Source: an optimization exercise on an open RTL-to-GDS flow (aim: small area, a short achievable clock period and few clock cycles). Production flows keep margins and buffers that such runs may drop.
RTL that was checked went through simulation tests only; none was proved equivalent to the original.
Power and IR drop assume default switching activity.

## the reference run
==> module sap1, before the edit <==
module sap1(
    input        clk,
    input        clr,
    input        prog_we,
    input  [3:0] prog_addr,
    input  [7:0] prog_data,
    output [7:0] OUT,
    output       out_valid,
    output       halted,
    output [7:0] ACC
    );
    reg  [7:0] f_ir;      
    reg        e_alu, e_lda, e_sub, e_out, e_hlt;   
    reg  [7:0] opnd;      
    reg  [7:0] a_reg;
    reg        hlt_r;
    reg        ov_r;
    wire [3:0] pc;
    wire [7:0] inst_data;
    wire [7:0] opnd_data;
    wire [7:0] mem0;
    wire       lda, add, sub, out, hlt;
    ram ram (
        .clk(clk),
        .we(prog_we),
        .wa(prog_addr),
        .wd(prog_data),
        .ia(pc),
        .id(inst_data),
        .oa(f_ir[3:0]),
        .od(opnd_data),
        .d0(mem0)
    );
    controller controller (
        .op(f_ir[7:4]),
        .lda(lda),
        .add(add),
        .sub(sub),
        .out(out),
        .hlt(hlt)
    );
    wire run = !hlt_r;
    pcounter program_counter (
        .clk(clk),
        .clr(load0),
        .cp(run),
        .pc(pc)
    );
    reg stale0;
    always @(posedge clk)
        stale0 <= clr && prog_we && (prog_addr == 4'd0);
    wire load0 = clr || stale0;
    always @(posedge clk)
        if (load0)
            f_ir <= mem0;
        else
            f_ir <= inst_data;
    always @(posedge clk)
        begin
            e_alu <= !load0 && (lda || add || sub);
            e_lda <= lda;
            e_sub <= sub;
            e_out <= !load0 && out;
            e_hlt <= !load0 && hlt;
            opnd  <= sub ? ~opnd_data : opnd_data;
        end
    wire [7:0] a_in  = e_lda ? 8'd0 : a_reg;
    wire [7:0] a_sum = a_in + opnd + {7'd0, e_sub};
    always @(posedge clk)
        if (clr)
            a_reg <= 8'd0;
        else if (run && e_alu)
            a_reg <= a_sum;
    wire hlt_next = e_hlt || (hlt && !e_out && !stale0);
    always @(posedge clk)
        if (clr)
            hlt_r <= 1'b0;
        else if (run && hlt_next)
            hlt_r <= 1'b1;
    always @(posedge clk)
        if (clr)
            ov_r <= 1'b0;
        else
            ov_r <= run && e_out;
    assign OUT = a_reg;
    assign ACC = a_reg;
    assign out_valid = ov_r;
    assign halted = hlt_r;
endmodule
export LEC_CHECK = 0
export CAP_MARGIN = 20
export CORE_MARGIN = 2
export CORE_UTILIZATION = 60
export CTS_BUF_LIST = sky130_fd_sc_hd__clkbuf_8
export CTS_CLUSTER_SIZE = 40
export SETUP_SLACK_MARGIN = 2.0
export SLEW_MARGIN = 20
create_clock -name core_clock -period 4.0 [get_ports {clk}]
standard.sh (not shown) runs the stock make flow with config.mk's settings and CLKGATE_MAP_FILE= SYNTH_SCRIPT=/design/flow/synth_recipe.tcl, a recipe that flattens the netlist after the stock synthesis.
==> flow/flow/run.sh <==
#!/bin/bash
# Standard layout, with the port buffers made of plain buffers, cell sizing
# free to change a cell's footprint, and clock tree synthesis without dummy
# loads.
set -euo pipefail
bash standard.sh MATCH_CELL_FOOTPRINT=0 \
    "BUFFER_PORTS_ARGS=-buffer_cell sky130_fd_sc_hd__buf_1" \
    "CTS_ARGS=-sink_clustering_enable -repair_clock_nets -sink_clustering_size 40 -buf_list sky130_fd_sc_hd__clkbuf_8 -dont_use_dummy_load" \
    REMOVE_ABC_BUFFERS=1 \
    finish > standard.log 2>&1
The reference run went all the way through the flow, and no timing, DRC or antenna check failed.
#### Input delta (the trial run over the reference run)
-- flow/design.v --
<<< the reference run, line 108
            e_out <= !load0 && out;
            e_hlt <= !load0 && hlt;
            opnd  <= sub ? ~opnd_data : opnd_data;
        end
    wire [7:0] a_in  = e_lda ? 8'd0 : a_reg;
    wire [7:0] a_sum = a_in + opnd + {7'd0, e_sub};
    always @(posedge clk)
        if (clr)
>>> the trial run, line 108
            e_out <= !load0 && out;
            e_hlt <= !load0 && hlt;
            opnd  <= opnd_data;
        end
    wire [7:0] b_in  = e_sub ? ~opnd : opnd;
    wire [7:0] a_sum = e_lda ? opnd : a_reg + b_in + {7'd0, e_sub};
    always @(posedge clk)
        if (clr)
Results
- In the trial run the count of non-CTS buffers in the layout turned out about 15% lower than in the reference run.
- The trial run -> the reference run: count of endpoints failing hold in the final timing report delta 0, exact match
- Overall track demand over capacity in global routing came out higher on the trial run than on the reference run.
- Taking the reference run as the reference, in the trial run post-CTS setup repair buffer count grew by 5, met1 usage went up by 0.81 points, biggest cell delay along the critical path +0.04 ns, worst slew margin relative to its limit now smaller.
- Cell count after placement for the trial run: 20 up relative to the reference run
- Comparing the trial run and the reference run, the lower simple-gate portion of the synthesized area was measured on the trial run.
- Against the reference run, the trial run reports a power share of the combinational group that is lower.
- When the trial run is set beside the reference run, its critical path depth turns out to be 1 smaller.
- Compared to the reference run, the router laid down less metal wire for the trial run.
- Changes observed in the trial run relative to the reference run: post-detailed-placement cell area saw a decrease, sum of internal, switching and leakage power dropped about 1%.
Function was not checked in any run of this note: the RTL went through the layout flow alone.

---

sap1, a different RTL version from the one above (not shown whole).
Size in the first run: ~470 cells after synthesis, roughly 170 flip-flops, about 33 I/O pins, ~7700 um^2 of cells after synthesis.
==> module sap1, before the edit <==
module sap1(
    input        clk,
    input        clr,
    input        prog_we,
    input  [3:0] prog_addr,
    input  [7:0] prog_data,
    output [7:0] OUT,
    output       out_valid,
    output       halted,
    output [7:0] ACC
    );
    reg  [7:0] f_ir;      
    reg        e_valid;   
    reg        e_lda, e_add, e_sub, e_out, e_hlt;
    reg  [7:0] opnd;      
    reg  [7:0] a_reg;
    reg        hlt_r;
    reg        ov_r;
    wire [3:0] pc;
    wire [7:0] inst_data;
    wire [7:0] opnd_data;
    wire [7:0] mem0;
    wire       lda, add, sub, out, hlt;
    ram ram (
        .clk(clk),
        .we(prog_we),
        .wa(prog_addr),
        .wd(prog_data),
        .ia(pc),
        .id(inst_data),
        .oa(f_ir[3:0]),
        .od(opnd_data),
        .d0(mem0)
    );
    controller controller (
        .op(f_ir[7:4]),
        .lda(lda),
        .add(add),
        .sub(sub),
        .out(out),
        .hlt(hlt)
    );
    wire run = !hlt_r;
    pcounter program_counter (
        .clk(clk),
        .clr(load0),
        .cp(run),
        .pc(pc)
    );
    reg stale0;
    always @(posedge clk)
        stale0 <= clr && prog_we && (prog_addr == 4'd0);
    wire load0 = clr || stale0;
    always @(posedge clk)
        if (load0)
            f_ir <= mem0;
        else
            f_ir <= inst_data;
    always @(posedge clk)
        e_valid <= !load0;
    always @(posedge clk)
        begin
            e_lda <= lda;
            e_add <= add;
            e_sub <= sub;
            e_out <= out;
            e_hlt <= hlt;
            opnd  <= sub ? ~opnd_data : opnd_data;
        end
    wire [7:0] a_sum = e_lda ? opnd : a_reg + opnd + {7'd0, e_sub};
    always @(posedge clk)
        if (clr)
            a_reg <= 8'd0;
        else if (run && e_valid && (e_lda || e_add || e_sub))
            a_reg <= a_sum;
    wire e_outv = e_valid && e_out;
    wire hlt_next = (e_valid && e_hlt) || (hlt && !e_outv && !stale0);
    always @(posedge clk)
        if (clr)
            hlt_r <= 1'b0;
        else if (run && hlt_next)
            hlt_r <= 1'b1;
    always @(posedge clk)
        if (clr)
            ov_r <= 1'b0;
        else
            ov_r <= run && e_outv;
    assign OUT = a_reg;
    assign ACC = a_reg;
    assign out_valid = ov_r;
    assign halted = hlt_r;
endmodule
clock: 4.0 ns
lec_check: 0
cap_margin: 20
core_margin: 2
core_utilization: 60
cts_buf_list: sky130_fd_sc_hd__clkbuf_8
cts_cluster_size: 40
setup_slack_margin: 2.0
slew_margin: 20
==> flow/flow/run.sh <==
#!/bin/bash
# Standard layout, with the port buffers made of plain buffers and cell
# sizing free to change a cell's footprint.
set -euo pipefail
bash standard.sh MATCH_CELL_FOOTPRINT=0 \
    "BUFFER_PORTS_ARGS=-buffer_cell sky130_fd_sc_hd__buf_2" \
    finish > standard.log 2>&1
Testbench counts at the start, summed over its fixed seeds: cycles 7,923.
Change:
--- a/flow/design.v
+++ b/flow/design.v
@@ -53,12 +53,11 @@
     output       out_valid,
     output       halted,
     output [7:0] ACC
     );
     reg  [7:0] f_ir;      
-    reg        e_valid;   
-    reg        e_lda, e_add, e_sub, e_out, e_hlt;
+    reg        e_alu, e_lda, e_sub, e_out, e_hlt;   
     reg  [7:0] opnd;      
     reg  [7:0] a_reg;
     reg        hlt_r;
     reg        ov_r;
     wire [3:0] pc;
@@ -100,38 +99,35 @@
         if (load0)
             f_ir <= mem0;
         else
             f_ir <= inst_data;
     always @(posedge clk)
-        e_valid <= !load0;
-    always @(posedge clk)
         begin
+            e_alu <= !load0 && (lda || add || sub);
             e_lda <= lda;
-            e_add <= add;
             e_sub <= sub;
-            e_out <= out;
-            e_hlt <= hlt;
+            e_out <= !load0 && out;
+            e_hlt <= !load0 && hlt;
             opnd  <= sub ? ~opnd_data : opnd_data;
         end
     wire [7:0] a_sum = e_lda ? opnd : a_reg + opnd + {7'd0, e_sub};
     always @(posedge clk)
         if (clr)
             a_reg <= 8'd0;
-        else if (run && e_valid && (e_lda || e_add || e_sub))
+        else if (run && e_alu)
             a_reg <= a_sum;
-    wire e_outv = e_valid && e_out;
-    wire hlt_next = (e_valid && e_hlt) || (hlt && !e_outv && !stale0);
+    wire hlt_next = e_hlt || (hlt && !e_out && !stale0);
     always @(posedge clk)
         if (clr)
             hlt_r <= 1'b0;
         else if (run && hlt_next)
             hlt_r <= 1'b1;
     always @(posedge clk)
         if (clr)
             ov_r <= 1'b0;
         else
-            ov_r <= run && e_outv;
+            ov_r <= run && e_out;
     assign OUT = a_reg;
     assign ACC = a_reg;
     assign out_valid = ov_r;
     assign halted = hlt_r;
 endmodule
Cell count went down by about 1.2%.
Non-clock buffer count climbs by 1.
Die area falls by about 1%.
Area after synthesis goes down by about 1%.
Register-to-register slack hardly moves.
Critical path depth is unchanged.
Global-route usage went up by 0.83 points.
Wire length increases by about 2%.
Setup slack got worse by 9.4 ps.
Design area hardly moves.
Power falls by 0.99%.
Utilization grows by 0.14 points.
Hold slack degrades by 18 ps.
Clock-buffer cell count stays the same.
Testbench counts after the change, summed over its fixed seeds: cycles 7,923.

what the ideal ports hide:
In the flow no input, the clock included, has a driving cell. The finished layouts below were timed again as built, in two steps.
Step 1 sets driving cells, clkbuf_16 on the clock port and buf_2 on the other inputs (assumed; they add their load-dependent delay and slew).
Step 2 moves the port delays by t, midway between the first and last clock arrival at a register: inputs arrive t later, outputs are due t later. That takes back most of the time a late clock gives input paths.
a / b / c = no drivers / after step 1 / after step 2; a / b = the first two.
run | t, ns | setup WS [ns] | hold WS [ns] | worst register clock-pin slew, ns | worst data-port slew with drivers (ns)
the reference run | 0.484 | 1.910 / 1.910 / 1.530 | 0.451 / 0.451 / 0.451 | 0.08 / 0.08 | 0.06
the trial run | 0.487 | 1.956 / 1.956 / 1.627 | 0.455 / 0.455 / 0.455 | 0.08 / 0.08 | 0.03
the first run of note 2 | 0.488 | 2.017 / 2.017 / 1.547 | 0.493 / 0.493 / 0.493 | 0.08 / 0.08 | 0.03
the second run of note 2 | 0.483 | 2.008 / 2.008 / 1.611 | 0.475 / 0.475 / 0.475 | 0.08 / 0.08 | 0.04
After both steps setup and hold are still met in every run listed. The setup slack of the first run of note 2, which loses most, moves by 0.000 ns with the drivers and by -0.470 ns with both steps.
